From an optimization exercise on the open Yosys and OpenROAD flow, aimed at small area; shortcuts taken in it are not production practice.
Where RTL was checked, it was by simulation tests only, not by an equivalence proof against the original.
No functional check of the RTL was part of runs 3 and 4.
No activity file was given, so power comes from the tool's default toggle rates.

==> design.v <==
module fa(input a, input b, input c, output s, output co);
	assign s = a ^ b ^ c;
	assign co = (a & b) | (a & c) | (b & c);
endmodule
module hac(input a, input b, output s, output co);
	assign s = ~(a ^ b);
	assign co = a | b;
endmodule
module dotc(input rst, input [7:0] x1, input [7:0] y1, input [7:0] x2, input [7:0] y2, output [16:0] o);
	wire [16:0] t;
	assign o = ~(t | {17{rst}});
	fa un1 (.a(~(x1[0] & y1[0])), .b(~(x2[0] & y2[0])), .c(1'b1), .s(n1), .co(n2));
	fa un3 (.a(~(x1[0] & y1[1])), .b(~(x1[1] & y1[0])), .c(~(x2[0] & y2[1])), .s(n3), .co(n4));
	fa un5 (.a(~(x2[1] & y2[0])), .b(n2), .c(n3), .s(n5), .co(n6));
	fa un7 (.a(~(x1[0] & y1[2])), .b(~(x1[1] & y1[1])), .c(~(x1[2] & y1[0])), .s(n7), .co(n8));
	fa un9 (.a(~(x2[0] & y2[2])), .b(~(x2[1] & y2[1])), .c(~(x2[2] & y2[0])), .s(n9), .co(n10));
	fa un11 (.a(n4), .b(n7), .c(n9), .s(n11), .co(n12));
	fa un13 (.a(n6), .b(n11), .c(1'b1), .s(n13), .co(n14));
	fa un15 (.a(~(x1[0] & y1[3])), .b(~(x1[1] & y1[2])), .c(~(x1[2] & y1[1])), .s(n15), .co(n16));
	fa un17 (.a(~(x1[3] & y1[0])), .b(~(x2[0] & y2[3])), .c(~(x2[1] & y2[2])), .s(n17), .co(n18));
	fa un19 (.a(~(x2[2] & y2[1])), .b(~(x2[3] & y2[0])), .c(n10), .s(n19), .co(n20));
	fa un21 (.a(n8), .b(n15), .c(n17), .s(n21), .co(n22));
	fa un23 (.a(n19), .b(n12), .c(n21), .s(n23), .co(n24));
	fa un25 (.a(n14), .b(n23), .c(1'b1), .s(n25), .co(n26));
	fa un27 (.a(~(x1[0] & y1[4])), .b(~(x1[1] & y1[3])), .c(~(x1[2] & y1[2])), .s(n27), .co(n28));
	fa un29 (.a(~(x1[3] & y1[1])), .b(~(x1[4] & y1[0])), .c(~(x2[0] & y2[4])), .s(n29), .co(n30));
	fa un31 (.a(~(x2[1] & y2[3])), .b(~(x2[2] & y2[2])), .c(~(x2[3] & y2[1])), .s(n31), .co(n32));
	fa un33 (.a(~(x2[4] & y2[0])), .b(n16), .c(n18), .s(n33), .co(n34));
	fa un35 (.a(n27), .b(n29), .c(n31), .s(n35), .co(n36));
	fa un37 (.a(n20), .b(n22), .c(n33), .s(n37), .co(n38));
	fa un39 (.a(n35), .b(n24), .c(n37), .s(n39), .co(n40));
	fa un41 (.a(n26), .b(n39), .c(1'b1), .s(n41), .co(n42));
	fa un43 (.a(~(x1[0] & y1[5])), .b(~(x1[1] & y1[4])), .c(~(x1[2] & y1[3])), .s(n43), .co(n44));
	fa un45 (.a(~(x1[3] & y1[2])), .b(~(x1[4] & y1[1])), .c(~(x1[5] & y1[0])), .s(n45), .co(n46));
	fa un47 (.a(~(x2[0] & y2[5])), .b(~(x2[1] & y2[4])), .c(~(x2[2] & y2[3])), .s(n47), .co(n48));
	fa un49 (.a(~(x2[3] & y2[2])), .b(~(x2[4] & y2[1])), .c(~(x2[5] & y2[0])), .s(n49), .co(n50));
	fa un51 (.a(n28), .b(n30), .c(n32), .s(n51), .co(n52));
	fa un53 (.a(n43), .b(n45), .c(n47), .s(n53), .co(n54));
	fa un55 (.a(n49), .b(n34), .c(n36), .s(n55), .co(n56));
	fa un57 (.a(n51), .b(n53), .c(n38), .s(n57), .co(n58));
	fa un59 (.a(n55), .b(n40), .c(n57), .s(n59), .co(n60));
	fa un61 (.a(n42), .b(n59), .c(1'b1), .s(n61), .co(n62));
	fa un63 (.a(~(x1[0] & y1[6])), .b(~(x1[1] & y1[5])), .c(~(x1[2] & y1[4])), .s(n63), .co(n64));
	fa un65 (.a(~(x1[3] & y1[3])), .b(~(x1[4] & y1[2])), .c(~(x1[5] & y1[1])), .s(n65), .co(n66));
	fa un67 (.a(~(x1[6] & y1[0])), .b(~(x2[0] & y2[6])), .c(~(x2[1] & y2[5])), .s(n67), .co(n68));
	fa un69 (.a(~(x2[2] & y2[4])), .b(~(x2[3] & y2[3])), .c(~(x2[4] & y2[2])), .s(n69), .co(n70));
	fa un71 (.a(~(x2[5] & y2[1])), .b(~(x2[6] & y2[0])), .c(n44), .s(n71), .co(n72));
	fa un73 (.a(n46), .b(n48), .c(n50), .s(n73), .co(n74));
	fa un75 (.a(n63), .b(n65), .c(n67), .s(n75), .co(n76));
	fa un77 (.a(n69), .b(n52), .c(n71), .s(n77), .co(n78));
	fa un79 (.a(n54), .b(n73), .c(n75), .s(n79), .co(n80));
	fa un81 (.a(n56), .b(n77), .c(n79), .s(n81), .co(n82));
	fa un83 (.a(n58), .b(n81), .c(n60), .s(n83), .co(n84));
	fa un85 (.a(n62), .b(n83), .c(1'b1), .s(n85), .co(n86));
	fa un87 (.a(~(x1[0] & y1[7])), .b(~(x1[1] & y1[6])), .c(~(x1[2] & y1[5])), .s(n87), .co(n88));
	fa un89 (.a(~(x1[3] & y1[4])), .b(~(x1[4] & y1[3])), .c(~(x1[5] & y1[2])), .s(n89), .co(n90));
	fa un91 (.a(~(x1[6] & y1[1])), .b(~(x1[7] & y1[0])), .c(~(x2[0] & y2[7])), .s(n91), .co(n92));
	fa un93 (.a(~(x2[1] & y2[6])), .b(~(x2[2] & y2[5])), .c(~(x2[3] & y2[4])), .s(n93), .co(n94));
	fa un95 (.a(~(x2[4] & y2[3])), .b(~(x2[5] & y2[2])), .c(~(x2[6] & y2[1])), .s(n95), .co(n96));
	fa un97 (.a(~(x2[7] & y2[0])), .b(n64), .c(n66), .s(n97), .co(n98));
	fa un99 (.a(n68), .b(n70), .c(n87), .s(n99), .co(n100));
	fa un101 (.a(n89), .b(n91), .c(n93), .s(n101), .co(n102));
	fa un103 (.a(n95), .b(n72), .c(n74), .s(n103), .co(n104));
	fa un105 (.a(n76), .b(n97), .c(n99), .s(n105), .co(n106));
	fa un107 (.a(n101), .b(n78), .c(n103), .s(n107), .co(n108));
	fa un109 (.a(n80), .b(n105), .c(n107), .s(n109), .co(n110));
	fa un111 (.a(n82), .b(n109), .c(n84), .s(n111), .co(n112));
	fa un113 (.a(~(x1[1] & y1[7])), .b(~(x1[2] & y1[6])), .c(~(x1[3] & y1[5])), .s(n113), .co(n114));
	fa un115 (.a(~(x1[4] & y1[4])), .b(~(x1[5] & y1[3])), .c(~(x1[6] & y1[2])), .s(n115), .co(n116));
	fa un117 (.a(~(x1[7] & y1[1])), .b(~(x2[1] & y2[7])), .c(~(x2[2] & y2[6])), .s(n117), .co(n118));
	fa un119 (.a(~(x2[3] & y2[5])), .b(~(x2[4] & y2[4])), .c(~(x2[5] & y2[3])), .s(n119), .co(n120));
	fa un121 (.a(~(x2[6] & y2[2])), .b(~(x2[7] & y2[1])), .c(n88), .s(n121), .co(n122));
	fa un123 (.a(n90), .b(n92), .c(n94), .s(n123), .co(n124));
	fa un125 (.a(n96), .b(n113), .c(n115), .s(n125), .co(n126));
	fa un127 (.a(n117), .b(n119), .c(n98), .s(n127), .co(n128));
	fa un129 (.a(n100), .b(n121), .c(n102), .s(n129), .co(n130));
	fa un131 (.a(n123), .b(n125), .c(n104), .s(n131), .co(n132));
	fa un133 (.a(n127), .b(n106), .c(n129), .s(n133), .co(n134));
	fa un135 (.a(n131), .b(n108), .c(n133), .s(n135), .co(n136));
	fa un137 (.a(n110), .b(n135), .c(n112), .s(n137), .co(n138));
	fa un139 (.a(~(x1[2] & y1[7])), .b(~(x1[3] & y1[6])), .c(~(x1[4] & y1[5])), .s(n139), .co(n140));
	fa un141 (.a(~(x1[5] & y1[4])), .b(~(x1[6] & y1[3])), .c(~(x1[7] & y1[2])), .s(n141), .co(n142));
	fa un143 (.a(~(x2[2] & y2[7])), .b(~(x2[3] & y2[6])), .c(~(x2[4] & y2[5])), .s(n143), .co(n144));
	fa un145 (.a(~(x2[5] & y2[4])), .b(~(x2[6] & y2[3])), .c(~(x2[7] & y2[2])), .s(n145), .co(n146));
	fa un147 (.a(n114), .b(n116), .c(n118), .s(n147), .co(n148));
	fa un149 (.a(n120), .b(n139), .c(n141), .s(n149), .co(n150));
	fa un151 (.a(n143), .b(n145), .c(n122), .s(n151), .co(n152));
	fa un153 (.a(n124), .b(n126), .c(n147), .s(n153), .co(n154));
	fa un155 (.a(n149), .b(n128), .c(n151), .s(n155), .co(n156));
	fa un157 (.a(n130), .b(n153), .c(n132), .s(n157), .co(n158));
	fa un159 (.a(n155), .b(n134), .c(n157), .s(n159), .co(n160));
	fa un161 (.a(n136), .b(n159), .c(n138), .s(n161), .co(n162));
	fa un163 (.a(~(x1[3] & y1[7])), .b(~(x1[4] & y1[6])), .c(~(x1[5] & y1[5])), .s(n163), .co(n164));
	fa un165 (.a(~(x1[6] & y1[4])), .b(~(x1[7] & y1[3])), .c(~(x2[3] & y2[7])), .s(n165), .co(n166));
	fa un167 (.a(~(x2[4] & y2[6])), .b(~(x2[5] & y2[5])), .c(~(x2[6] & y2[4])), .s(n167), .co(n168));
	fa un169 (.a(~(x2[7] & y2[3])), .b(n140), .c(n142), .s(n169), .co(n170));
	fa un171 (.a(n144), .b(n146), .c(n163), .s(n171), .co(n172));
	fa un173 (.a(n165), .b(n167), .c(n148), .s(n173), .co(n174));
	fa un175 (.a(n150), .b(n169), .c(n171), .s(n175), .co(n176));
	fa un177 (.a(n152), .b(n173), .c(n154), .s(n177), .co(n178));
	fa un179 (.a(n175), .b(n156), .c(n177), .s(n179), .co(n180));
	fa un181 (.a(n158), .b(n179), .c(n160), .s(n181), .co(n182));
	fa un183 (.a(~(x1[4] & y1[7])), .b(~(x1[5] & y1[6])), .c(~(x1[6] & y1[5])), .s(n183), .co(n184));
	fa un185 (.a(~(x1[7] & y1[4])), .b(~(x2[4] & y2[7])), .c(~(x2[5] & y2[6])), .s(n185), .co(n186));
	fa un187 (.a(~(x2[6] & y2[5])), .b(~(x2[7] & y2[4])), .c(n164), .s(n187), .co(n188));
	fa un189 (.a(n166), .b(n168), .c(n183), .s(n189), .co(n190));
	fa un191 (.a(n185), .b(n170), .c(n172), .s(n191), .co(n192));
	fa un193 (.a(n187), .b(n189), .c(n174), .s(n193), .co(n194));
	fa un195 (.a(n176), .b(n191), .c(n193), .s(n195), .co(n196));
	fa un197 (.a(n178), .b(n195), .c(n180), .s(n197), .co(n198));
	fa un199 (.a(~(x1[5] & y1[7])), .b(~(x1[6] & y1[6])), .c(~(x1[7] & y1[5])), .s(n199), .co(n200));
	fa un201 (.a(~(x2[5] & y2[7])), .b(~(x2[6] & y2[6])), .c(~(x2[7] & y2[5])), .s(n201), .co(n202));
	fa un203 (.a(n184), .b(n186), .c(n199), .s(n203), .co(n204));
	fa un205 (.a(n201), .b(n188), .c(n190), .s(n205), .co(n206));
	fa un207 (.a(n203), .b(n192), .c(n205), .s(n207), .co(n208));
	fa un209 (.a(n194), .b(n207), .c(n196), .s(n209), .co(n210));
	fa un211 (.a(~(x1[6] & y1[7])), .b(~(x1[7] & y1[6])), .c(~(x2[6] & y2[7])), .s(n211), .co(n212));
	fa un213 (.a(~(x2[7] & y2[6])), .b(n200), .c(n202), .s(n213), .co(n214));
	fa un215 (.a(n211), .b(n204), .c(n213), .s(n215), .co(n216));
	fa un217 (.a(n206), .b(n215), .c(n208), .s(n217), .co(n218));
	fa un219 (.a(~(x1[7] & y1[7])), .b(~(x2[7] & y2[7])), .c(n212), .s(n219), .co(n220));
	fa un221 (.a(n214), .b(n219), .c(n216), .s(n221), .co(n222));
	assign t[0] = n1;
	assign t[1] = n5;
	assign t[2] = n13;
	assign t[3] = n25;
	assign t[4] = n41;
	assign t[5] = n61;
	assign t[6] = n85;
	wire [9:0] x = {1'b1, n220, n221, n217, n209, n197, n181, n161, n137, n111};
	wire [9:0] y = {1'b1, n222, n218, n210, n198, n182, n162, 1'b1, 1'b1, 1'b1};
	wire ci = n86;
	wire [9:0] s;
	assign t[16:7] = s;
	wire [10:0] g = {x & y, ci};
	wire [10:0] p = {x ^ y, 1'b0};
	wire [9:0] hp = x ^ y;
	wire G1 = g[1] | (p[1] & g[0]);
	wire P1 = p[1] & p[0];
	wire G2 = g[3] | (p[3] & g[2]);
	wire P2 = p[3] & p[2];
	wire G3 = g[5] | (p[5] & g[4]);
	wire P3 = p[5] & p[4];
	wire G4 = g[7] | (p[7] & g[6]);
	wire P4 = p[7] & p[6];
	wire G5 = g[9] | (p[9] & g[8]);
	wire P5 = p[9] & p[8];
	wire G6 = G2 | (P2 & G1);
	wire P6 = P2 & P1;
	wire G7 = G4 | (P4 & G3);
	wire P7 = P4 & P3;
	wire G8 = G7 | (P7 & G6);
	wire P8 = P7 & P6;
	wire G9 = G3 | (P3 & G6);
	wire P9 = P3 & P6;
	wire G10 = G5 | (P5 & G8);
	wire P10 = P5 & P8;
	wire G11 = g[2] | (p[2] & G1);
	wire P11 = p[2] & P1;
	wire G12 = g[4] | (p[4] & G6);
	wire P12 = p[4] & P6;
	wire G13 = g[6] | (p[6] & G9);
	wire P13 = p[6] & P9;
	wire G14 = g[8] | (p[8] & G8);
	wire P14 = p[8] & P8;
	wire G15 = g[10] | (p[10] & G10);
	wire P15 = p[10] & P10;
	assign s[0] = hp[0] ^ g[0];
	assign s[1] = hp[1] ^ G1;
	assign s[2] = hp[2] ^ G11;
	assign s[3] = hp[3] ^ G6;
	assign s[4] = hp[4] ^ G12;
	assign s[5] = hp[5] ^ G9;
	assign s[6] = hp[6] ^ G13;
	assign s[7] = hp[7] ^ G8;
	assign s[8] = hp[8] ^ G14;
	assign s[9] = hp[9] ^ G10;
endmodule
module p_1d(
	input clk, input rst,
	input [0:7] a_11, input [0:7] b_11,
	input [0:7] a_12, input [0:7] b_12,
	input [0:7] a_21, input [0:7] b_21,
	input [0:7] a_22, input [0:7] b_22,
	output [0:16] c_11,
	output [0:16] c_12,
	output [0:16] c_21,
	output [0:16] c_22
	);
	wire [16:0] t_11, t_12, t_21, t_22;
	reg [0:16] r_11, r_12, r_21, r_22;
	assign c_11 = r_11;
	assign c_12 = r_12;
	assign c_21 = r_21;
	assign c_22 = r_22;
	dotc d_11 (rst, a_11, b_11, a_12, b_21, t_11);
	dotc d_12 (rst, a_11, b_12, a_12, b_22, t_12);
	dotc d_21 (rst, a_21, b_11, a_22, b_21, t_21);
	dotc d_22 (rst, a_21, b_12, a_22, b_22, t_22);
	always @(posedge clk) begin
		r_11 <= t_11;
		r_12 <= t_12;
		r_21 <= t_21;
		r_22 <= t_22;
	end
endmodule
==> flow/run.sh <==
#!/bin/bash
# Own layout flow: the standard flow (standard.sh, unchanged synthesis)
# with smaller port buffers, a leaner clock tree (no dummy loads) and area
# recovery on paths with slack. The make output goes to flow_standard.log;
# ORFS keeps each step's own log under orfs/logs/.
set -euo pipefail
bash standard.sh \
  "BUFFER_PORTS_ARGS=-buffer_cell sky130_fd_sc_hd__buf_1" \
  "CTS_ARGS=-sink_clustering_enable -repair_clock_nets -sink_clustering_size 30 -sink_clustering_max_diameter 100 -buf_list {sky130_fd_sc_hd__clkbuf_4 sky130_fd_sc_hd__clkbuf_8} -dont_use_dummy_load" \
  RECOVER_POWER=100 REMOVE_ABC_BUFFERS=1 \
  finish > flow_standard.log 2>&1
==> standard.sh <==
#!/bin/bash
# synth_recipe.tcl (not shown) runs the flow's synth.tcl, then flattens the netlist and writes it again
# the make line also repeats each setting of config.mk as NAME=value (left out here)
make -C /OpenROAD-flow-scripts/flow DESIGN_CONFIG=/design/flow/config.mk WORK_HOME=/design/flow/orfs CLKGATE_MAP_FILE= SYNTH_SCRIPT=/design/flow/synth_recipe.tcl "${@:-finish}"
==> config.mk <==
export PLATFORM = sky130hd
export DESIGN_NAME = p_1d
export DESIGN_NICKNAME = p_1d
export VERILOG_FILES = /design/flow/design.v
export SDC_FILE = /design/flow/constraint.sdc
export NUM_CORES = 4
export LEC_CHECK = 0
export CAP_MARGIN = 0
export CORE_MARGIN = 2
export CORE_UTILIZATION = 75
export CTS_BUF_LIST = sky130_fd_sc_hd__clkbuf_4 sky130_fd_sc_hd__clkbuf_8
export CTS_CLUSTER_DIAMETER = 100
export CTS_CLUSTER_SIZE = 30
export GPL_TIMING_DRIVEN = 0
export SLEW_MARGIN = 0
export SYNTH_HIERARCHICAL = 1
==> constraint.sdc <==
create_clock -name core_clock -period 7.0 [get_ports {clk}]
set_input_delay 1.4000 -clock core_clock [delete_from_list [all_inputs] [get_ports {clk}]]
set_output_delay 1.4000 -clock core_clock [all_outputs]
set_load 0.01 [all_outputs]
==> results.sh, run 1 <==
export IMPL_yosysSeqAreaShare=0.0959
export IMPL_holdPathStages=2
export IMPL_drc_errors=0
export IMPL_p_clk_frac=0.036
export IMPL_htreeDepth=3
export IMPL_cpMostUsedCell="fa_1"
export IMPL_status="no timing/DRC/antenna violations"
export IMPL_coreArea_mm2=0.0186
export IMPL_critPathSlowestCell="fa_1"
export IMPL_portBuffers=133
export IMPL_synth_area_top_cells="fa_1 (64%), nand2_1 (14%), dfxtp_1 (9.6%)"
export IMPL_avgSynthCellArea_um2=10.4
export IMPL_slew_violations=0
export IMPL_crit_path_end_kind="flip-flop"
export IMPL_start_util=0.761
export IMPL_antenna_found_initial=0
export IMPL_ir_worst_vdd_v=0.000681
export IMPL_grt_overflow=0
export IMPL_relSlewSlack=0.331
export IMPL_timing_hold_ws_ns=1.50
export IMPL_setup_viol=0
export IMPL_start_kind="input port"
export IMPL_ys_seq_elements=68
export IMPL_p_sw_w=0.00378
export IMPL_die_x_um=142
export IMPL_gp_congestion=0.879
export IMPL_rsz0062_at_grt="no"
export IMPL_min_delay_start="rst"
export IMPL_pwr_share_seq=0.083
export IMPL_power_w=0.00764
export IMPL_synth_distinct_cells=21
export IMPL_first_pass_iters=5
export IMPL_cp_max_fo=16
export IMPL_yosysWarningCount=229
export IMPL_multi_input_area_mm2=0.0123
export IMPL_drtIter0Drc=792
export IMPL_synth_edff_count=0
export IMPL_yosys_most_used_dff="dfxtp_1"
export IMPL_io_pin_count=134
export IMPL_cap_violations=0
export IMPL_worst_setup_path_type="input port to flip-flop"
export IMPL_synth_top_area_share=0.643
export IMPL_drive_above_1_share=0.0537
export IMPL_wl_per_cell_um=20.6
export IMPL_max_stage_delay_ns=0.52
export IMPL_syn_instance_count=1364
export IMPL_final_antenna_net_count=0
export IMPL_cts_tree="yes"
export IMPL_root_buffer="clkbuf_8"
export IMPL_num_vias=10100
export IMPL_tightest_slew_ns=1.00
export IMPL_area_growth_pct=4.68
export IMPL_die_y_um=142
export IMPL_ctsHoldBuffers=0
export IMPL_crit_chain="clkbuf_4, nand2_1, fa_1, fa_1, fa_1, fa_1, fa_1, fa_1, fa_1, fa_1, fa_1, nor3b_4, o21a_2, o21ai_1, fa_1, xor2_1, nor2_1"
export IMPL_fin_crit_ns=6.75
export IMPL_viasPerCell=6.17
export IMPL_power_internal_w=0.00386
export IMPL_diodes=0
export IMPL_path_clk_slew_ns=0.09
export IMPL_grt_pass1_wl_um=57100
export IMPL_powerDensity_mw_per_mm2=514
export IMPL_fillCellCount=1220
export IMPL_nets=1952
export IMPL_combPwrFrac=0.881
export IMPL_seqCellArea_mm2=0.00136
export IMPL_cp_startpoint="b_22[5]"
export IMPL_arrival_ns=6.98
export IMPL_grt_max_degree=43
export IMPL_synthArstFlopShare=0
export IMPL_die_area_mm2=0.0200
export IMPL_synth_area_mm2=0.0142
export IMPL_swShare=0.495
export IMPL_final_cells=1630
export IMPL_p_leak_nw=5.40
export IMPL_yosysTopAreaCell="fa_1"
export IMPL_routed_wl_um=33600
export IMPL_first_global_vias=11300
export IMPL_grt_total_usage=0.378
export IMPL_fin_crit_sh=0.964
export IMPL_hold_viol_final=0
export IMPL_dp_cells=1620
export IMPL_dpl_hpwl_um=24400
export IMPL_worstHoldPathType="input port to flip-flop"
export IMPL_critical_path_required_ns=7.23
export IMPL_std_cell_rows=50
export IMPL_fmax_ghz=0.148
export IMPL_clock_sinks=68
export IMPL_cts_max_path_buffers=2
export IMPL_numCtsBuffers=9
[layout by cell type, fill, tap and decap left out, types with 5 or more instances in the layout]
cell      instances
dfxtp_1          68
nand2_1         524
nor2b_1          16
fa_1            456
xor2_1            8
clkbuf_4         24
xnor2_1           8
clkbuf_2         23
nor2_1           48
buf_2             5
buf_1            77
ha_1             32
a21oi_1           7
inv_1            28
conb_1           24
clkbuf_8          9
[power groups by stage]
stage / logic [W] / registers (W) / clock network [W]
finish: 0.00673 / 0.000635 / 0.000272
floorplan: 0.00504 / 0.000716 / 0
CTS: 0.00677 / 0.000634 / 0.000281
detailed placement: 0.00666 / 0.000643 / 0
global placement: 0.00640 / 0.000642 / 0
global route: 0.00780 / 0.000648 / 0.000300
[registers in the layout (all words and copies together), names as in the netlist]
register  count
r_22         17
r_12         17
r_11         17
r_21         17
[per-module statistics from Yosys (local to each module, per instance)]
| module | copies in the design | cell area [um2] |
|---|---|---|
| dotc | 4 | 986 |
| fa | 444 | 20.0 |
| p_1d | 1 | 1360 |
[cell type report]
| type | count | area share |
|---|---|---|
| Clock buffer | 9 | 0.00834 |
| Inverter | 28 | 0.00707 |
| Multi-Input combinational cell | 1156 | 0.828 |
| Sequential cell | 68 | 0.0916 |
| Tap cell | 234 | 0.0197 |
| Timing Repair Buffer | 135 | 0.0451 |
[worst paths after layout]
check        to
max     r_22[1]
min    r_22[12]
[worst max-delay path: cells and delay by family]
family / cells / cell delay [ns]
AND/OR/NAND/NOR: 3 / 0.51
AO/OA/AOI/OAI: 2 / 0.29
buffers and inverters: 1 / 0.30
XOR/XNOR: 1 / 0.16
adder cells (fa/ha/maj): 10 / 4.31
[synthesized netlist by cell type (all sizes together) (8+ instances only)]
cell type,instances
o21ai,8
fa,456
xnor2,8
nor2b,16
inv,28
dfxtp,68
clkbuf,128
xor2,8
nor2,48
a21oi,8
nand2,524
ha,32
[stage by stage]
stage	util	setup WS (ns)	area, um2	TNS [ns]
after floorplan	-	0.523	13800	0
after global placement	0.781	-0.739	14600	-12.67
final	0.797	0.250	14900	0
after detailed placement	0.782	-0.721	14600	-12.21
after CTS	0.801	0.00429	14900	0
after global routing	0.797	0.00924	14900	0
[metal layers]
| metal | vias to the layer above | part of all wire | routed length [um] | global-route usage |
|---|---|---|---|---|
| li1 | 4070 | - | - | - |
| met1 | 5135 | 0.37 | 12300 | 0.542 |
| met2 | 774 | 0.47 | 15600 | 0.589 |
| met3 | 79 | 0.14 | 4770 | 0.109 |
| met4 | 0 | 0.026 | 888 | 0.0984 |
| met5 | - | 0 | 0 | 0 |
[logic make-up (layout without fill, tap and decap cells)]
family,count (synthesis),after routing,synth area share
xor gates and xnor gates,16,16,0.00987
AOI/OAI and AO/OA,32,32,0.0138
buffers and inverters,160,172,0.0427
other,4,24,0.00106
DFF,68,68,0.0959
and+or+nand+nor,596,596,0.165
adders and majority gates,488,488,0.671
[timing repair]
item / in CTS / in global routing
endpoints found under the setup margin: 19 / 16
setup buffers: 0 / 1
pin swaps: 0 / 1
hold endpoints to repair: 0 / 0
gates resized for setup: 68 / 126
==> run 2, diff against run 1 <==
--- a/flow/run.sh
+++ b/flow/run.sh
@@ -7,5 +7,5 @@
 bash standard.sh \
   "BUFFER_PORTS_ARGS=-buffer_cell sky130_fd_sc_hd__buf_1" \
   "CTS_ARGS=-sink_clustering_enable -repair_clock_nets -sink_clustering_size 30 -sink_clustering_max_diameter 100 -buf_list {sky130_fd_sc_hd__clkbuf_4 sky130_fd_sc_hd__clkbuf_8} -dont_use_dummy_load" \
-  RECOVER_POWER=100 REMOVE_ABC_BUFFERS=1 \
+  RECOVER_POWER=100 \
   finish > flow_standard.log 2>&1
--- a/config.mk
+++ b/config.mk
@@ -7,7 +7,7 @@
 export LEC_CHECK = 0
 export CAP_MARGIN = 0
 export CORE_MARGIN = 2
-export CORE_UTILIZATION = 75
+export CORE_UTILIZATION = 60
 export CTS_BUF_LIST = sky130_fd_sc_hd__clkbuf_4 sky130_fd_sc_hd__clkbuf_8
 export CTS_CLUSTER_DIAMETER = 100
 export CTS_CLUSTER_SIZE = 30
==> run 2 against run 1 <==
Effect of this change:
- still clean
- sequential power fell by 1%
- non-clock buffer count rose by 66
- maximum frequency fell by 0.37%
- global-route usage fell by 6.6 points
- sequential share of layout area fell by 0.14 points
- die area rose by 24%
- routed wire length rose by 5.2%
- first-iteration DRC count fell by 21%
- via count fell by 0.94%
- synthesized cell count did not move
- hold slack improved by 0.052 ns
==> results.sh, run 2 <==
export IMPL_status="no timing/DRC/antenna violations"
export IMPL_die_x_um=158
export IMPL_powerDensity_mw_per_mm2=474
export IMPL_hold_viol_final=0
export IMPL_synth_area_mm2=0.0142
export IMPL_ctsHoldBuffers=0
export IMPL_drtIter0Drc=625
export IMPL_yosysWarningCount=229
export IMPL_cts_max_path_buffers=2
export IMPL_endpoint="r_11[1]"
export IMPL_crit_path_end_kind="flip-flop"
export IMPL_relSlewSlack=0.465
export IMPL_num_vias=9963
export IMPL_start_kind="input port"
export IMPL_wl_per_cell_um=19.8
export IMPL_drive_above_1_share=0.0349
export IMPL_cts_tree="yes"
export IMPL_numCtsBuffers=9
export IMPL_cp_startpoint="a_11[4]"
export IMPL_slew_violations=0
export IMPL_grt_total_usage=0.312
export IMPL_area_growth_pct=6.30
export IMPL_tightest_slew_ns=0.803
export IMPL_synthArstFlopShare=0
export IMPL_synth_distinct_cells=21
export IMPL_synth_top_area_share=0.643
export IMPL_rsz0062_at_grt="no"
export IMPL_power_internal_w=0.00373
export IMPL_start_util=0.608
export IMPL_critical_path_required_ns=7.27
export IMPL_portBuffers=69
export IMPL_die_y_um=158
export IMPL_routed_wl_um=35300
export IMPL_std_cell_rows=56
export IMPL_yosysTopAreaCell="fa_1"
export IMPL_p_sw_w=0.00342
export IMPL_fin_crit_ns=6.78
export IMPL_viasPerCell=5.59
export IMPL_die_area_mm2=0.0249
export IMPL_fin_crit_sh=0.968
export IMPL_grt_overflow=0
export IMPL_p_clk_frac=0.038
export IMPL_yosysMostFrequentCell="nand2_1"
export IMPL_first_global_vias=11300
export IMPL_cp_max_fo=8
export IMPL_antenna_found_initial=0
export IMPL_syn_instance_count=1364
export IMPL_swShare=0.478
export IMPL_htreeDepth=3
export IMPL_io_pin_count=134
export IMPL_cts_setup_buffers=0
export IMPL_synth_area_top_cells="fa_1 (64%), nand2_1 (14%), dfxtp_1 (9.6%)"
export IMPL_power_w=0.00715
export IMPL_grt_max_degree=33
export IMPL_combPwrFrac=0.874
export IMPL_p_leak_nw=5.39
export IMPL_ir_worst_vdd_v=0.000661
export IMPL_diodes=0
export IMPL_root_buffer="clkbuf_8"
export IMPL_clock_sinks=68
export IMPL_cap_violations=0
export IMPL_final_antenna_net_count=0
export IMPL_setup_viol=0
export IMPL_avgSynthCellArea_um2=10.4
export IMPL_synth_common_cells="nand2_1 (524), fa_1 (456), clkbuf_1 (128)"
export IMPL_worstHoldPathType="input port to flip-flop"
export IMPL_first_pass_iters=6
export IMPL_path_clk_slew_ns=0.09
export IMPL_yosys_most_used_dff="dfxtp_1"
export IMPL_layout_cells_most_common_list="nand2_1 (524), fa_1 (456), clkbuf_1 (99)"
export IMPL_drc_errors=0
export IMPL_grt_pass1_wl_um=57900
export IMPL_worst_setup_path_type="input port to flip-flop"
export IMPL_gp_congestion=0.921
export IMPL_synth_edff_count=0
export IMPL_dpl_hpwl_um=29000
export IMPL_ys_seq_elements=68
export IMPL_pwr_share_seq=0.088
export IMPL_nets=2018
export IMPL_final_common_cell="nand2_1"
export IMPL_arrival_ns=7.04
export IMPL_yosysSeqAreaShare=0.0959
export IMPL_fmax_ghz=0.148
export IMPL_setup_tns_ns=0
export IMPL_coreArea_mm2=0.0233
[run 2: power by group through the flow]
| stage | sequential (W) | combinational, W | clock (W) |
|---|---|---|---|
| 5_1_grt | 0.000644 | 0.00734 | 0.000296 |
| 6_report | 0.000628 | 0.00625 | 0.000270 |
| 3_5_place_dp | 0.000639 | 0.00636 | 0 |
| 3_3_place_gp | 0.000636 | 0.00620 | 0 |
| 2_1_floorplan | 0.000716 | 0.00511 | 0 |
| 4_1_cts | 0.000630 | 0.00640 | 0.000284 |
[run 2: stage by stage]
| stage | instances | instance area (um2) | hold slack [ns] | worst slack [ns] | utilization |
|---|---|---|---|---|---|
| 6_report | 1781 | 15100 | 1.55 | 0.224 | 0.647 |
| 5_1_grt | 1781 | 15100 | 1.58 | 0.00356 | 0.647 |
| 4_1_cts | 1781 | 15100 | 1.57 | 0.0958 | 0.645 |
| 3_5_place_dp | 1772 | 14900 | 1.79 | -0.281 | 0.640 |
| 3_3_place_gp | 1772 | 14900 | 1.79 | -0.261 | 0.640 |
| 2_1_floorplan | 1384 | 14300 | 1.47 | 0.254 | - |
[run 2: how the worst min path moves through the flow]
| stage | from | end | slack [ns] | cells after the start |
|---|---|---|---|---|
| 2_1_floorplan | rst | r_11[4] | 1.47 | 1 |
| 3_3_place_gp | r_22[13] | c_22[13] | 1.79 | 1 |
| 3_5_place_dp | r_12[7] | c_12[7] | 1.79 | 1 |
| 4_1_cts | b_21[7] | r_21[15] | 1.57 | 4 |
| 5_1_grt | a_22[7] | r_21[16] | 1.58 | 4 |
| 6_report | a_21[7] | r_22[16] | 1.55 | 4 |
[run 2: critical path, cell delays in order]
cell	delay, ns
clkbuf_1	0.38
nand2_1	0.16
fa_1	0.57
fa_1	0.44
fa_1	0.42
fa_1	0.44
fa_1	0.42
fa_1	0.38
fa_1	0.38
fa_1	0.38
fa_1	0.51
nor3b_4	0.28
o21a_2	0.19
o21ai_1	0.09
fa_1	0.38
xor2_1	0.15
nor2_1	0.05
[run 2: area by class of cell]
cell class	instances	area [um2]
multi-input cells	1156	12300
fillers	2034	8240
flip-flops and latches	68	1360
plain buffers	132	537
well taps	319	399
repair buffers	69	260
clock buffers	9	124
inverters	28	105
[run 2: cell families (layout without fill, tap and decap cells)]
kind of cell               count (synthesis)  in the layout  synth area share
buffers and inverters                    160            238            0.0427
and+or+nand+nor                          596            596             0.165
AOI/OAI and AO/OA                         32             32            0.0138
other                                      4             24           0.00106
DFF                                       68             68            0.0959
xor gates and xnor gates                  16             16           0.00987
adders and majority gates                488            488             0.671
[run 2: per-layer routing]
layer	vias to the layer above	GRT usage	share of wire
li1	4196	-	-
met1	5224	0.397	0.37
met2	451	0.533	0.51
met3	92	0.0591	0.076
met4	0	0.127	0.045
met5	-	0	0
[run 2: what timing repair did]
action,in CTS,in global routing
gates resized for setup,0,58
endpoints found under the setup margin,0,6
endpoints found under the hold margin,0,0
[run 2: per-module statistics from Yosys, one instance, submodules excluded]
| module | cell area, um2 | copies in the design | cells inside |
|---|---|---|---|
| p_1d | 1360 | 1 | 68 |
| dotc | 986 | 4 | 213 |
| fa | 20.0 | 444 | 1 |
==> run 3, diff against run 2 <==
--- a/design.v
+++ b/design.v
@@ -1,6 +1,10 @@
 module fa(input a, input b, input c, output s, output co);
 	assign s = a ^ b ^ c;
 	assign co = (a & b) | (a & c) | (b & c);
+endmodule
+module ha(input a, input b, output s, output co);
+	assign s = a ^ b;
+	assign co = a & b;
 endmodule
 module hac(input a, input b, output s, output co);
 	assign s = ~(a ^ b);
@@ -132,9 +136,25 @@
 	wire ci = n86;
 	wire [9:0] s;
 	assign t[16:7] = s;
-	wire [10:0] g = {x & y, ci};
-	wire [10:0] p = {x ^ y, 1'b0};
-	wire [9:0] hp = x ^ y;
+	wire [10:0] g, p;
+	wire [9:0] hp;
+	assign g[0] = ci;
+	assign p[0] = 1'b0;
+	assign hp[0] = ~x[0];
+	assign g[1] = x[0];
+	assign hp[1] = ~x[1];
+	assign g[2] = x[1];
+	assign hp[2] = ~x[2];
+	assign g[3] = x[2];
+	ha ug3 (.a(x[3]), .b(y[3]), .s(hp[3]), .co(g[4]));
+	ha ug4 (.a(x[4]), .b(y[4]), .s(hp[4]), .co(g[5]));
+	ha ug5 (.a(x[5]), .b(y[5]), .s(hp[5]), .co(g[6]));
+	ha ug6 (.a(x[6]), .b(y[6]), .s(hp[6]), .co(g[7]));
+	ha ug7 (.a(x[7]), .b(y[7]), .s(hp[7]), .co(g[8]));
+	ha ug8 (.a(x[8]), .b(y[8]), .s(hp[8]), .co(g[9]));
+	assign hp[9] = 1'b0;
+	assign g[10] = 1'b1;
+	assign p[10:1] = hp;
 	wire G1 = g[1] | (p[1] & g[0]);
 	wire P1 = p[1] & p[0];
 	wire G2 = g[3] | (p[3] & g[2]);
--- a/flow/run.sh
+++ b/flow/run.sh
@@ -7,5 +7,5 @@
 bash standard.sh \
   "BUFFER_PORTS_ARGS=-buffer_cell sky130_fd_sc_hd__buf_1" \
   "CTS_ARGS=-sink_clustering_enable -repair_clock_nets -sink_clustering_size 30 -sink_clustering_max_diameter 100 -buf_list {sky130_fd_sc_hd__clkbuf_4 sky130_fd_sc_hd__clkbuf_8} -dont_use_dummy_load" \
-  RECOVER_POWER=100 \
+  RECOVER_POWER=100 REMOVE_ABC_BUFFERS=1 \
   finish > flow_standard.log 2>&1
--- a/config.mk
+++ b/config.mk
@@ -7,7 +7,7 @@
 export LEC_CHECK = 0
 export CAP_MARGIN = 0
 export CORE_MARGIN = 2
-export CORE_UTILIZATION = 60
+export CORE_UTILIZATION = 75
 export CTS_BUF_LIST = sky130_fd_sc_hd__clkbuf_4 sky130_fd_sc_hd__clkbuf_8
 export CTS_CLUSTER_DIAMETER = 100
 export CTS_CLUSTER_SIZE = 30
==> run 3 against run 2 <==
Effect of this change:
- still clean
- synthesized cell count up 0.29%
- first-iteration DRC count up 37%
- setup slack worse by 0.12 ns
- maximum frequency down 1.8%
- global-route usage up 5.7 points
- clock power down 3%
- design area down 1.7%
- die area down 20%
- routed wire length down 6.0%
- power up 1.9%
- clock-buffer cell count unchanged
- critical endpoint is now r_12[1]
==> results.sh, run 3 <==
export IMPL_final_antenna_net_count=0
export IMPL_die_x_um=141
export IMPL_routed_wl_um=33200
export IMPL_min_delay_start="rst"
export IMPL_viasPerCell=6.19
export IMPL_grt_pass1_wl_um=55800
export IMPL_area_growth_pct=5.26
export IMPL_coreArea_mm2=0.0186
export IMPL_fmax_ghz=0.145
export IMPL_first_pass_iters=6
export IMPL_die_area_mm2=0.0199
export IMPL_path_clk_slew_ns=0.07
export IMPL_hold_viol_final=0
export IMPL_synth_common_cells="nand2_1 (524), fa_1 (444), clkbuf_1 (128)"
export IMPL_final_cells=1631
export IMPL_std_cell_rows=50
export IMPL_grt_total_usage=0.369
export IMPL_setup_ws_ns=0.102
export IMPL_dp_cells=1620
export IMPL_arrival_ns=7.17
export IMPL_relSlewSlack=0.345
export IMPL_worst_hold_path_endpoint="r_22[10]"
export IMPL_num_vias=10100
export IMPL_start_util=0.759
export IMPL_ir_worst_vdd_v=0.000569
export IMPL_crit_path_end_kind="flip-flop"
export IMPL_tightest_slew_ns=0.982
export IMPL_wl_per_cell_um=20.4
export IMPL_root_buffer="clkbuf_8"
export IMPL_cts_max_path_buffers=2
export IMPL_yosysWarningCount=229
export IMPL_status="no timing/DRC/antenna violations"
export IMPL_htreeDepth=3
export IMPL_fin_crit_sh=0.985
export IMPL_synth_area_mm2=0.0141
export IMPL_p_leak_nw=5.32
export IMPL_synthArstFlopShare=0
export IMPL_grt_overflow=0
export IMPL_critPathSlowestCell="fa_1"
export IMPL_synth_edff_count=0
export IMPL_fin_crit_ns=6.90
export IMPL_slew_violations=0
export IMPL_drc_errors=0
export IMPL_io_pin_count=134
export IMPL_synth_distinct_cells=21
export IMPL_crit_chain="clkdlybuf4s15_2, nand2_1, fa_1, fa_1, fa_1, fa_1, fa_1, fa_1, fa_1, fa_1, nor3b_4, o22ai_1, nand2b_1, ha_1, or3_1, a21oi_1"
export IMPL_worst_setup_path_type="input port to flip-flop"
export IMPL_cpMostUsedCell="fa_1"
export IMPL_antenna_found_initial=0
export IMPL_setup_viol=0
export IMPL_timing_hold_ws_ns=1.54
export IMPL_max_stage_delay_ns=0.54
export IMPL_drtIter0Drc=856
export IMPL_ys_seq_elements=68
export IMPL_start_kind="input port"
export IMPL_final_common_cell="nand2_1"
export IMPL_setup_tns_ns=0
export IMPL_worstHoldPathType="input port to flip-flop"
export IMPL_synth_area_top_cells="fa_1 (63%), nand2_1 (14%), dfxtp_1 (9.7%)"
export IMPL_diodes=0
export IMPL_yosysSeqAreaShare=0.0966
export IMPL_critical_path_required_ns=7.27
export IMPL_first_global_vias=11100
export IMPL_nets=1953
export IMPL_numCtsBuffers=9
export IMPL_die_y_um=141
export IMPL_gp_congestion=0.874
export IMPL_cts_tree="yes"
export IMPL_dpl_hpwl_um=24200
export IMPL_yosys_most_used_dff="dfxtp_1"
export IMPL_yosysMostFrequentCell="nand2_1"
export IMPL_layout_cells_most_common_list="nand2_1 (524), fa_1 (444), buf_1 (78)"
export IMPL_avgSynthCellArea_um2=10.3
export IMPL_drive_above_1_share=0.0530
export IMPL_yosysTopAreaCell="fa_1"
export IMPL_cap_violations=0
export IMPL_synth_top_area_share=0.631
export IMPL_grt_max_degree=42
export IMPL_pre_cts_slack_ns=-0.866
export IMPL_syn_instance_count=1368
export IMPL_clock_sinks=68
export IMPL_holdPathStages=2
export IMPL_final_util=0.798
export IMPL_cp_max_fo=16
export IMPL_powerDensity_mw_per_mm2=491
export IMPL_portBuffers=133
-- run 3: cell count changes in the layout (fill, tap and decap cells not counted), moves of 10 or more --
cell	delta
clkbuf_1	-99
fa_1	-12
ha_1	+12
clkbuf_4	+11
o21ai_0	+16
or3_1	+12
a21oi_1	+10
buf_1	+10
clkbuf_2	-25
buf_4	+17
inv_1	-12
-- run 3: worst max-delay path by stage --
stage                        from       to
after floorplan           b_11[4]  r_11[1]
after global placement    b_22[5]  r_12[1]
after detailed placement  b_21[4]  r_21[1]
after CTS                 a_12[5]  r_12[1]
after global routing      a_11[3]  r_12[1]
final                     b_22[3]  r_12[1]
-- run 3: kinds of logic after synthesis --
group,count (synthesis),share of synthesized area
xor+xnor,4,0.00249
simple gates,600,0.167
fa+ha+maj,488,0.670
buf+inv,152,0.0430
other cells,4,0.00107
compound gates,52,0.0199
flops,68,0.0966
-- run 3: critical path: cells and delay by family --
family | cells | cell delay (ns)
compound gates | 2 | 0.35
fa+ha+maj | 9 | 3.81
buf+inv | 1 | 0.52
simple gates | 4 | 1.06
-- run 3: routing by layer --
| metal | global-route usage | part of all wire |
|---|---|---|
| met2 | 0.570 | 0.46 |
| met5 | 0 | 0 |
| met3 | 0.0965 | 0.13 |
| met1 | 0.534 | 0.37 |
| met4 | 0.108 | 0.029 |
-- run 3: cell type report --
| cell class | instances | area, um2 |
|---|---|---|
| inverter | 16 | 60.1 |
| multi-input combinational | 1168 | 12200 |
| fill | 1200 | 3740 |
| timing repair buffer | 136 | 763 |
| clock buffer | 9 | 124 |
| tap | 234 | 293 |
| sequential | 68 | 1360 |
-- run 3: where the power goes --
group | total, W | internal (W) | switching, W
logic | 0.00640 | 0.00290 | 0.00350
registers | 0.000627 | 0.000596 | 0.0000302
clock network | 0.000263 | 0.000115 | 0.000148
-- run 3: per-stage QoR --
step	area, um2	power, W
after CTS	14800	0.00711
after floorplan	13600	0.00524
final	14800	0.00729
after global routing	14800	0.00832
after detailed placement	14400	0.00673
after global placement	14400	0.00642
-- run 3: repair_timing --
| action | in CTS | in global routing |
|---|---|---|
| hold buffers | 0 | 0 |
| endpoints found under the setup margin | 16 | 7 |
| endpoints found under the hold margin | 0 | 0 |
| buffers inserted | 0 | 2 |
| pin swaps | 0 | 3 |
| resized for setup | 136 | 90 |
| cloned | 0 | 0 |
-- run 3: Yosys stat by module (local to each module, per instance) --
module / cells / area [um2] / times used
p_1d: 68 / 1360 / 1
dotc: 208 / 886 / 4
fa: 1 / 20.0 / 444
ha: 1 / 12.5 / 24
==> run 4, diff against run 3 <==
--- a/config.mk
+++ b/config.mk
@@ -7,10 +7,11 @@
 export LEC_CHECK = 0
 export CAP_MARGIN = 0
 export CORE_MARGIN = 2
-export CORE_UTILIZATION = 75
+export CORE_UTILIZATION = 85
 export CTS_BUF_LIST = sky130_fd_sc_hd__clkbuf_4 sky130_fd_sc_hd__clkbuf_8
 export CTS_CLUSTER_DIAMETER = 100
 export CTS_CLUSTER_SIZE = 30
 export GPL_TIMING_DRIVEN = 0
+export PLACE_DENSITY = 0.9
 export SLEW_MARGIN = 0
 export SYNTH_HIERARCHICAL = 1
==> run 4 against run 3 <==
Effect of this change:
- the layout now fails its checks (setup timing)
- clock-buffer cell count did not move
- routed wire length rose by 21%
- via count increased by 9.5%
- first-iteration DRC count increased by 79%
- largest cell class unchanged
- global-route usage up 10 points
- setup slack got worse by 0.12 ns
- design area increased by 0.26%
- critical path depth unchanged
- die area down 11%
- sequential cell count unchanged
==> results.sh, run 4 <==
export IMPL_hold_viol_final=0
export IMPL_dpl_hpwl_um=26900
export IMPL_coreArea_mm2=0.0164
export IMPL_synth_edff_count=0
export IMPL_path_clk_slew_ns=0.06
export IMPL_nets=1953
export IMPL_clock_sinks=68
export IMPL_first_global_vias=12400
export IMPL_arrival_ns=7.28
export IMPL_final_antenna_net_count=0
export IMPL_num_vias=11100
export IMPL_avgSynthCellArea_um2=10.3
export IMPL_diodes=0
export IMPL_setup_tns_ns=-0.0166
export IMPL_slew_violations=0
export IMPL_ys_seq_elements=68
export IMPL_met1_length_um=11600
export IMPL_cp_max_fo=16
export IMPL_so_faults="setup timing"
export IMPL_grt_overflow=0
export IMPL_area_growth_pct=5.54
export IMPL_yosysTopAreaCell="fa_1"
export IMPL_grt_max_degree=38
export IMPL_layout_cells_most_common_list="nand2_1 (524), fa_1 (443), buf_1 (77)"
export IMPL_portBuffers=133
export IMPL_start_util=0.859
export IMPL_fin_crit_sh=1.00
export IMPL_htreeDepth=3
export IMPL_grt_pass1_wl_um=61900
export IMPL_synth_area_top_cells="fa_1 (63%), nand2_1 (14%), dfxtp_1 (9.7%)"
export IMPL_routed_top_layer="met4"
export IMPL_synth_area_mm2=0.0141
export IMPL_wl_per_cell_um=24.8
export IMPL_root_buffer="clkbuf_8"
export IMPL_dp_cells=1606
export IMPL_multi_input_area_mm2=0.0122
export IMPL_cap_violations=0
export IMPL_worstHoldPathType="input port to flip-flop"
export IMPL_syn_instance_count=1368
export IMPL_grt_total_usage=0.470
export IMPL_swShare=0.526
export IMPL_p_leak_nw=5.34
export IMPL_seqCellArea_mm2=0.00136
export IMPL_io_pin_count=134
export IMPL_drive_above_1_share=0.0537
export IMPL_die_y_um=133
export IMPL_final_common_cell="nand2_1"
export IMPL_worst_setup_path_type="input port to flip-flop"
export IMPL_drtIter0Drc=1535
export IMPL_start_kind="input port"
export IMPL_synthArstFlopShare=0
export IMPL_first_pass_iters=7
export IMPL_die_area_mm2=0.0176
export IMPL_cts_max_path_buffers=2
export IMPL_viasPerCell=6.84
export IMPL_fin_crit_ns=7.02
export IMPL_status="complete, but fails checks"
export IMPL_combPwrFrac=0.888
export IMPL_pwr_share_seq=0.079
export IMPL_die_x_um=133
export IMPL_gp_congestion=0.904
export IMPL_yosysMostFrequentCell="nand2_1"
export IMPL_wl_met2_um=19000
export IMPL_setup_ws_ns=-0.0166
export IMPL_crit_path_end_kind="flip-flop"
export IMPL_critical_path_required_ns=7.26
export IMPL_cts_tree="yes"
export IMPL_p_sw_w=0.00421
export IMPL_antenna_found_initial=0
export IMPL_p_clk_frac=0.032
export IMPL_final_cells=1617
export IMPL_dr_wl_met3_um=6180
export IMPL_power_internal_w=0.00379
export IMPL_fillCellCount=651
export IMPL_ir_worst_vdd_v=0.000560
export IMPL_routed_wl_um=40000
export IMPL_timing_hold_ws_ns=1.55
export IMPL_tightest_slew_ns=1.14
export IMPL_yosys_most_used_dff="dfxtp_1"
export IMPL_numCtsBuffers=9
export IMPL_synth_distinct_cells=21
export IMPL_synth_top_area_share=0.631
export IMPL_powerDensity_mw_per_mm2=538
export IMPL_fmax_ghz=0.143
export IMPL_synth_common_cells="nand2_1 (524), fa_1 (444), clkbuf_1 (128)"
export IMPL_drc_errors=0
export IMPL_relSlewSlack=0.239
export IMPL_yosysWarningCount=229
export IMPL_yosysSeqAreaShare=0.0966
export IMPL_std_cell_rows=47
export IMPL_setup_viol=1
export IMPL_ctsHoldBuffers=0
[run 4: layer usage]
metal	GRT usage	vias to the layer above
met5	0	-
met2	0.742	1208
met1	0.589	5391
met3	0.141	334
li1	-	4126
met4	0.275	0
[run 4: final cells by class]
| class | count | share of cell area |
|---|---|---|
| multi-input combinational | 1168 | 0.823 |
| tap | 220 | 0.0185 |
| inverter | 16 | 0.00404 |
| clock buffer | 9 | 0.00833 |
| timing repair buffer | 136 | 0.0546 |
| sequential | 68 | 0.0915 |
[run 4: per-module statistics from Yosys (local to each module, per instance)]
module	area, um2	cells inside
dotc	886	208
ha	12.5	1
fa	20.0	1
p_1d	1360	68
[run 4: cell families after synthesis]
group	synth area share
AND/OR/NAND/NOR	0.167
adder cells (fa/ha/maj)	0.670
buffers and inverters	0.0430
flip-flops	0.0966
AO/OA/AOI/OAI	0.0199
XOR/XNOR	0.00249
other	0.00107
[run 4: repair_timing]
| action | 4_1_cts | 5_1_grt |
|---|---|---|
| endpoints found under the setup margin | 18 | 5 |
| buffers inserted | 0 | 2 |
| pin swaps | 0 | 3 |
| gates resized for setup | 170 | 77 |
| gates cloned | 0 | 0 |
[run 4: final timing paths]
path / startpoint / slack (ns) / to / cells past startpoint
worst max-delay path: a_12[4] / -0.02 / r_12[1] / 16
worst min-delay path: a_12[6] / 1.55 / r_12[15] / 4
[run 4: through the flow]
step	power [W]	setup slack (ns)	cell area, um2	utilization
final	0.00801	-0.0166	14900	0.907
after global routing	0.00874	-0.0637	14900	0.907
after CTS	0.00752	0.00141	14800	0.902
after detailed placement	0.00707	-0.961	14400	0.879
after global placement	0.00633	-0.663	14400	0.878
after floorplan	0.00524	0.499	13600	-
[run 4: critical path, stage by stage]
cell	delay, ns
clkdlybuf4s15_2	0.52
nand2_1	0.18
fa_1	0.45
fa_1	0.40
fa_1	0.46
fa_1	0.55
fa_1	0.46
fa_1	0.44
fa_1	0.42
fa_2	0.52
nor3b_4	0.36
o22ai_2	0.16
nand2b_1	0.18
ha_1	0.19
or3_1	0.38
a21oi_1	0.21
[run 4: power by group through the flow]
stage | registers, W | clock network [W] | logic (W)
4_1_cts | 0.000631 | 0.000262 | 0.00663
2_1_floorplan | 0.000712 | 0 | 0.00453
3_3_place_gp | 0.000639 | 0 | 0.00569
6_report | 0.000636 | 0.000260 | 0.00711
3_5_place_dp | 0.000638 | 0 | 0.00643
5_1_grt | 0.000644 | 0.000278 | 0.00782
==> run 5, diff against run 4 <==
--- a/design.v
+++ b/design.v
@@ -6,26 +6,28 @@
 	assign s = a ^ b;
 	assign co = a & b;
 endmodule
+module xo(input a, input b, input r, output o);
+	assign o = ~(~(a ^ b) | r);
+endmodule
 module hac(input a, input b, output s, output co);
 	assign s = ~(a ^ b);
 	assign co = a | b;
 endmodule
 module dotc(input rst, input [7:0] x1, input [7:0] y1, input [7:0] x2, input [7:0] y2, output [16:0] o);
 	wire [16:0] t;
-	assign o = ~(t | {17{rst}});
-	fa un1 (.a(~(x1[0] & y1[0])), .b(~(x2[0] & y2[0])), .c(1'b1), .s(n1), .co(n2));
+	wire n2 = ~(x1[0] & y1[0]) | ~(x2[0] & y2[0]);
 	fa un3 (.a(~(x1[0] & y1[1])), .b(~(x1[1] & y1[0])), .c(~(x2[0] & y2[1])), .s(n3), .co(n4));
 	fa un5 (.a(~(x2[1] & y2[0])), .b(n2), .c(n3), .s(n5), .co(n6));
 	fa un7 (.a(~(x1[0] & y1[2])), .b(~(x1[1] & y1[1])), .c(~(x1[2] & y1[0])), .s(n7), .co(n8));
 	fa un9 (.a(~(x2[0] & y2[2])), .b(~(x2[1] & y2[1])), .c(~(x2[2] & y2[0])), .s(n9), .co(n10));
 	fa un11 (.a(n4), .b(n7), .c(n9), .s(n11), .co(n12));
-	fa un13 (.a(n6), .b(n11), .c(1'b1), .s(n13), .co(n14));
+	wire n14 = n6 | n11;
 	fa un15 (.a(~(x1[0] & y1[3])), .b(~(x1[1] & y1[2])), .c(~(x1[2] & y1[1])), .s(n15), .co(n16));
 	fa un17 (.a(~(x1[3] & y1[0])), .b(~(x2[0] & y2[3])), .c(~(x2[1] & y2[2])), .s(n17), .co(n18));
 	fa un19 (.a(~(x2[2] & y2[1])), .b(~(x2[3] & y2[0])), .c(n10), .s(n19), .co(n20));
 	fa un21 (.a(n8), .b(n15), .c(n17), .s(n21), .co(n22));
 	fa un23 (.a(n19), .b(n12), .c(n21), .s(n23), .co(n24));
-	fa un25 (.a(n14), .b(n23), .c(1'b1), .s(n25), .co(n26));
+	wire n26 = n14 | n23;
 	fa un27 (.a(~(x1[0] & y1[4])), .b(~(x1[1] & y1[3])), .c(~(x1[2] & y1[2])), .s(n27), .co(n28));
 	fa un29 (.a(~(x1[3] & y1[1])), .b(~(x1[4] & y1[0])), .c(~(x2[0] & y2[4])), .s(n29), .co(n30));
 	fa un31 (.a(~(x2[1] & y2[3])), .b(~(x2[2] & y2[2])), .c(~(x2[3] & y2[1])), .s(n31), .co(n32));
@@ -33,7 +35,7 @@
 	fa un35 (.a(n27), .b(n29), .c(n31), .s(n35), .co(n36));
 	fa un37 (.a(n20), .b(n22), .c(n33), .s(n37), .co(n38));
 	fa un39 (.a(n35), .b(n24), .c(n37), .s(n39), .co(n40));
-	fa un41 (.a(n26), .b(n39), .c(1'b1), .s(n41), .co(n42));
+	wire n42 = n26 | n39;
 	fa un43 (.a(~(x1[0] & y1[5])), .b(~(x1[1] & y1[4])), .c(~(x1[2] & y1[3])), .s(n43), .co(n44));
 	fa un45 (.a(~(x1[3] & y1[2])), .b(~(x1[4] & y1[1])), .c(~(x1[5] & y1[0])), .s(n45), .co(n46));
 	fa un47 (.a(~(x2[0] & y2[5])), .b(~(x2[1] & y2[4])), .c(~(x2[2] & y2[3])), .s(n47), .co(n48));
@@ -43,7 +45,7 @@
 	fa un55 (.a(n49), .b(n34), .c(n36), .s(n55), .co(n56));
 	fa un57 (.a(n51), .b(n53), .c(n38), .s(n57), .co(n58));
 	fa un59 (.a(n55), .b(n40), .c(n57), .s(n59), .co(n60));
-	fa un61 (.a(n42), .b(n59), .c(1'b1), .s(n61), .co(n62));
+	wire n62 = n42 | n59;
 	fa un63 (.a(~(x1[0] & y1[6])), .b(~(x1[1] & y1[5])), .c(~(x1[2] & y1[4])), .s(n63), .co(n64));
 	fa un65 (.a(~(x1[3] & y1[3])), .b(~(x1[4] & y1[2])), .c(~(x1[5] & y1[1])), .s(n65), .co(n66));
 	fa un67 (.a(~(x1[6] & y1[0])), .b(~(x2[0] & y2[6])), .c(~(x2[1] & y2[5])), .s(n67), .co(n68));
@@ -55,7 +57,7 @@
 	fa un79 (.a(n54), .b(n73), .c(n75), .s(n79), .co(n80));
 	fa un81 (.a(n56), .b(n77), .c(n79), .s(n81), .co(n82));
 	fa un83 (.a(n58), .b(n81), .c(n60), .s(n83), .co(n84));
-	fa un85 (.a(n62), .b(n83), .c(1'b1), .s(n85), .co(n86));
+	wire n86 = n62 | n83;
 	fa un87 (.a(~(x1[0] & y1[7])), .b(~(x1[1] & y1[6])), .c(~(x1[2] & y1[5])), .s(n87), .co(n88));
 	fa un89 (.a(~(x1[3] & y1[4])), .b(~(x1[4] & y1[3])), .c(~(x1[5] & y1[2])), .s(n89), .co(n90));
 	fa un91 (.a(~(x1[6] & y1[1])), .b(~(x1[7] & y1[0])), .c(~(x2[0] & y2[7])), .s(n91), .co(n92));
@@ -124,13 +126,30 @@
 	fa un217 (.a(n206), .b(n215), .c(n208), .s(n217), .co(n218));
 	fa un219 (.a(~(x1[7] & y1[7])), .b(~(x2[7] & y2[7])), .c(n212), .s(n219), .co(n220));
 	fa un221 (.a(n214), .b(n219), .c(n216), .s(n221), .co(n222));
-	assign t[0] = n1;
+	xo ux0 (.a(~(x1[0] & y1[0])), .b(~(x2[0] & y2[0])), .r(rst), .o(o[0]));
+	assign t[0] = 1'b0;
 	assign t[1] = n5;
-	assign t[2] = n13;
-	assign t[3] = n25;
-	assign t[4] = n41;
-	assign t[5] = n61;
-	assign t[6] = n85;
+	xo ux2 (.a(n6), .b(n11), .r(rst), .o(o[2]));
+	assign t[2] = 1'b0;
+	xo ux3 (.a(n14), .b(n23), .r(rst), .o(o[3]));
+	assign t[3] = 1'b0;
+	xo ux4 (.a(n26), .b(n39), .r(rst), .o(o[4]));
+	assign t[4] = 1'b0;
+	xo ux5 (.a(n42), .b(n59), .r(rst), .o(o[5]));
+	assign t[5] = 1'b0;
+	xo ux6 (.a(n62), .b(n83), .r(rst), .o(o[6]));
+	assign t[6] = 1'b0;
+	assign o[1] = ~(t[1] | rst);
+	assign o[7] = ~(t[7] | rst);
+	assign o[8] = ~(t[8] | rst);
+	assign o[9] = ~(t[9] | rst);
+	assign o[10] = ~(t[10] | rst);
+	assign o[11] = ~(t[11] | rst);
+	assign o[12] = ~(t[12] | rst);
+	assign o[13] = ~(t[13] | rst);
+	assign o[14] = ~(t[14] | rst);
+	assign o[15] = ~(t[15] | rst);
+	assign o[16] = ~(t[16] | rst);
 	wire [9:0] x = {1'b1, n220, n221, n217, n209, n197, n181, n161, n137, n111};
 	wire [9:0] y = {1'b1, n222, n218, n210, n198, n182, n162, 1'b1, 1'b1, 1'b1};
 	wire ci = n86;
==> flow/run.sh (replaced) <==
#!/bin/bash
# Own layout flow: the standard flow (standard.sh, unchanged synthesis)
# with smaller port buffers, a leaner clock tree (no dummy loads), the ABC
# buffers left to the resizer, and the delay cells kept out of the resizer's
# choices. The make output goes to flow_standard.log; ORFS keeps each step's
# own log under orfs/logs/.
set -euo pipefail
# appended to the platform's own DONT_USE_CELLS list by its config.mk
export DONT_USE_CELLS="sky130_fd_sc_hd__clkdlybuf4s15_1 sky130_fd_sc_hd__clkdlybuf4s15_2 sky130_fd_sc_hd__clkdlybuf4s18_1 sky130_fd_sc_hd__clkdlybuf4s18_2 sky130_fd_sc_hd__clkdlybuf4s25_1 sky130_fd_sc_hd__clkdlybuf4s25_2 sky130_fd_sc_hd__clkdlybuf4s50_1 sky130_fd_sc_hd__clkdlybuf4s50_2 sky130_fd_sc_hd__dlygate4sd1_1 sky130_fd_sc_hd__dlygate4sd2_1 sky130_fd_sc_hd__dlygate4sd3_1 sky130_fd_sc_hd__dlymetal6s2s_1 sky130_fd_sc_hd__dlymetal6s4s_1 sky130_fd_sc_hd__dlymetal6s6s_1"
bash standard.sh \
  "BUFFER_PORTS_ARGS=-buffer_cell sky130_fd_sc_hd__buf_1" \
  "CTS_ARGS=-sink_clustering_enable -repair_clock_nets -sink_clustering_size 30 -sink_clustering_max_diameter 100 -buf_list {sky130_fd_sc_hd__clkbuf_4 sky130_fd_sc_hd__clkbuf_8} -dont_use_dummy_load" \
  REMOVE_ABC_BUFFERS=1 RECOVER_POWER=100 \
  finish > flow_standard.log 2>&1
--- a/config.mk
+++ b/config.mk
@@ -7,11 +7,10 @@
 export LEC_CHECK = 0
 export CAP_MARGIN = 0
 export CORE_MARGIN = 2
-export CORE_UTILIZATION = 85
+export CORE_UTILIZATION = 70
 export CTS_BUF_LIST = sky130_fd_sc_hd__clkbuf_4 sky130_fd_sc_hd__clkbuf_8
 export CTS_CLUSTER_DIAMETER = 100
 export CTS_CLUSTER_SIZE = 30
 export GPL_TIMING_DRIVEN = 0
-export PLACE_DENSITY = 0.9
 export SLEW_MARGIN = 0
 export SYNTH_HIERARCHICAL = 1
==> run 5 against run 4 <==
Effect of this change:
- fails the layout checks on capacitance limit, slew limit
- maximum frequency up 2.9%
- global-route usage is 12 points lower
- critical path depth unchanged
- critical endpoint is now r_21[1]
==> results.sh, run 5 <==
export IMPL_std_cell_rows=51
export IMPL_drive_above_1_share=0.0625
export IMPL_die_x_um=145
export IMPL_viasPerCell=6.06
export IMPL_powerDensity_mw_per_mm2=441
export IMPL_synth_top_area_share=0.605
export IMPL_yosysWarningCount=217
export IMPL_holdPathStages=4
export IMPL_final_antenna_net_count=0
export IMPL_gp_congestion=0.885
export IMPL_diodes=0
export IMPL_ctsHoldBuffers=0
export IMPL_path_clk_slew_ns=0.08
export IMPL_cts_max_path_buffers=2
export IMPL_drc_errors=0
export IMPL_fillCellCount=1407
export IMPL_crit_chain="clkdlybuf4s18_2, nand2_1, fa_1, fa_1, fa_1, fa_1, fa_1, fa_1, fa_1, fa_1, nor3b_4, o22ai_1, nand2b_1, ha_1, or3_1, a21oi_1"
export IMPL_worst_hold_path_endpoint="r_21[16]"
export IMPL_rsz0062_at_grt="no"
export IMPL_synthArstFlopShare=0
export IMPL_synth_edff_count=0
export IMPL_clock_sinks=68
export IMPL_die_y_um=145
export IMPL_grt_max_degree=38
export IMPL_grt_total_usage=0.351
export IMPL_tightest_slew_ns=1.84
export IMPL_hold_viol_final=0
export IMPL_multi_input_area_mm2=0.0120
export IMPL_synth_distinct_cells=24
export IMPL_start_util=0.715
export IMPL_num_vias=10000
export IMPL_crit_path_end_kind="flip-flop"
export IMPL_yosysMostFrequentCell="nand2_1"
export IMPL_first_pass_iters=5
export IMPL_cpMostUsedCell="fa_1"
export IMPL_yosysTopAreaCell="fa_1"
export IMPL_ir_worst_vdd_v=0.000494
export IMPL_setup_viol=0
export IMPL_htreeDepth=3
export IMPL_slew_violations=37
export IMPL_io_pin_count=134
export IMPL_ys_seq_elements=68
export IMPL_yosys_most_used_dff="dfxtp_1"
export IMPL_dpl_hpwl_um=24100
export IMPL_avgSynthCellArea_um2=10.1
export IMPL_first_global_vias=11200
export IMPL_worstHoldPathType="input port to flip-flop"
export IMPL_wl_per_cell_um=20.1
export IMPL_coreArea_mm2=0.0195
export IMPL_grt_overflow=0
export IMPL_cp_startpoint="b_11[1]"
export IMPL_syn_instance_count=1380
export IMPL_start_kind="input port"
export IMPL_final_common_cell="nand2_1"
export IMPL_status="complete, but fails checks"
export IMPL_max_stage_delay_ns=0.58
export IMPL_root_buffer="clkbuf_8"
export IMPL_cap_violations=1
export IMPL_fmax_ghz=0.147
export IMPL_synth_common_cells="nand2_1 (524), fa_1 (420), clkbuf_1 (132)"
export IMPL_fin_crit_sh=0.975
export IMPL_die_area_mm2=0.0210
export IMPL_seqCellArea_mm2=0.00136
export IMPL_numCtsBuffers=9
export IMPL_cp_max_fo=16
export IMPL_area_growth_pct=5.43
export IMPL_p_leak_nw=5.15
export IMPL_final_cells=1656
export IMPL_cts_tree="yes"
export IMPL_synth_area_mm2=0.0139
export IMPL_critical_path_required_ns=7.31
export IMPL_yosysSeqAreaShare=0.0979
export IMPL_relSlewSlack=-0.229
export IMPL_antenna_found_initial=0
export IMPL_layout_cells_most_common_list="nand2_1 (524), fa_1 (420), buf_1 (78)"
export IMPL_synth_area_top_cells="fa_1 (60%), nand2_1 (14%), dfxtp_1 (9.8%)"
export IMPL_so_faults="capacitance limit, slew limit"
export IMPL_worst_setup_path_type="input port to flip-flop"
export IMPL_arrival_ns=7.14
export IMPL_setup_ws_ns=0.178
export IMPL_drtIter0Drc=859
export IMPL_nets=1923
export IMPL_pre_cts_slack_ns=-1.05
export IMPL_fin_crit_ns=6.82
export IMPL_setup_tns_ns=0
export IMPL_routed_wl_um=33300
export IMPL_grt_pass1_wl_um=57400
export IMPL_portBuffers=133
export IMPL_min_delay_start="b_11[7]"
export IMPL_dp_cells=1647
export IMPL_power_w=0.00647
export IMPL_critPathSlowestCell="fa_1"
[run 5: area by class of cell]
cell class,count,share of cell area
inverter,12,0.00307
multi-input combinational,1168,0.821
timing repair buffer,134,0.0519
clock buffer,9,0.00845
tap,265,0.0226
sequential,68,0.0928
[run 5: how the worst max path moves through the flow]
stage               endpoint  slack [ns]
floorplan            r_11[1]        0.46
global placement     r_21[1]       -0.96
detailed placement   r_12[1]       -1.05
CTS                  r_12[1]      0.0009
global route         r_12[1]      0.0004
finish               r_21[1]        0.18
[run 5: what timing repair did]
action                     4_1_cts  5_1_grt
resized for setup              142      100
pin swaps                        0        1
setup buffers                    0        0
setup endpoints to repair       23       11
[run 5: per-stage QoR]
step	hold WS (ns)	instance area [um2]	utilization
after floorplan	1.47	13400	-
after global placement	1.79	14200	0.732
after detailed placement	1.78	14300	0.733
after CTS	1.55	14700	0.753
after global routing	1.45	14700	0.753
final	1.43	14700	0.753
[run 5: worst max-delay path: cells and delay by family]
| kind | cells | cell delay, ns |
|---|---|---|
| buf+inv | 1 | 0.46 |
| compound gates | 2 | 0.30 |
| simple gates | 4 | 1.03 |
| fa+ha+maj | 9 | 3.96 |
[run 5: layer usage]
metal	up-vias	GRT usage	wire length [um]	part of all wire
met5	-	0	0	0
met4	0	0.0886	807	0.024
met3	67	0.0871	4010	0.12
met2	657	0.533	15200	0.46
met1	5123	0.521	13300	0.40
li1	4181	-	-	-
[run 5: logic make-up after synthesis]
group / Yosys count / synth area share
buf+inv: 144 / 0.0389
simple gates: 624 / 0.181
flops: 68 / 0.0979
xor+xnor: 28 / 0.0176
compound gates: 52 / 0.0202
fa+ha+maj: 464 / 0.644
[run 5: Yosys stat by module, one instance, submodules excluded]
module  flops+latches  cells inside
p_1d               68            68
ha                  0             1
fa                  0             1
xo                  0             2
dotc                0           205
[run 5: where the power goes]
group          leakage [nW]  internal, W  switching (W)
Clock                0.0647     0.000115       0.000155
Combinational          4.52      0.00254        0.00305
Sequential            0.566     0.000578      0.0000311

## afterwards: timing with drivers on the ports
How much do the figures lean on ideal ports? The routed layouts below were timed once more, with nothing changed but the port constraints. Step 1, drivers: a clkbuf_16 drives clk and a buf_2 each remaining input, both assumed. Step 2, shift: input delay + t, output delay - t, t = (earliest + latest rising clock arrival at the registers) / 2. This alone moves slack from input paths to output paths. Three values: ideal ports, drivers, drivers and shift; two values: the first two.
run | shift t [ns] | setup WS [ns] | pins driven straight from the clock port
run 1 | 0.411 | 0.250 / 0.266 / -0.145 | 1
run 2 | 0.412 | 0.224 / 0.169 / -0.243 | 1
run 3 | 0.405 | 0.102 / 0.125 / -0.280 | 1
run 4 | 0.400 | -0.017 / -0.006 / -0.407 | 1
run 5 | 0.410 | 0.178 / 0.192 / -0.218 | 1
The setup slack of run 2, which loses most, moves by -0.055 ns with the drivers and by -0.467 ns with both steps.
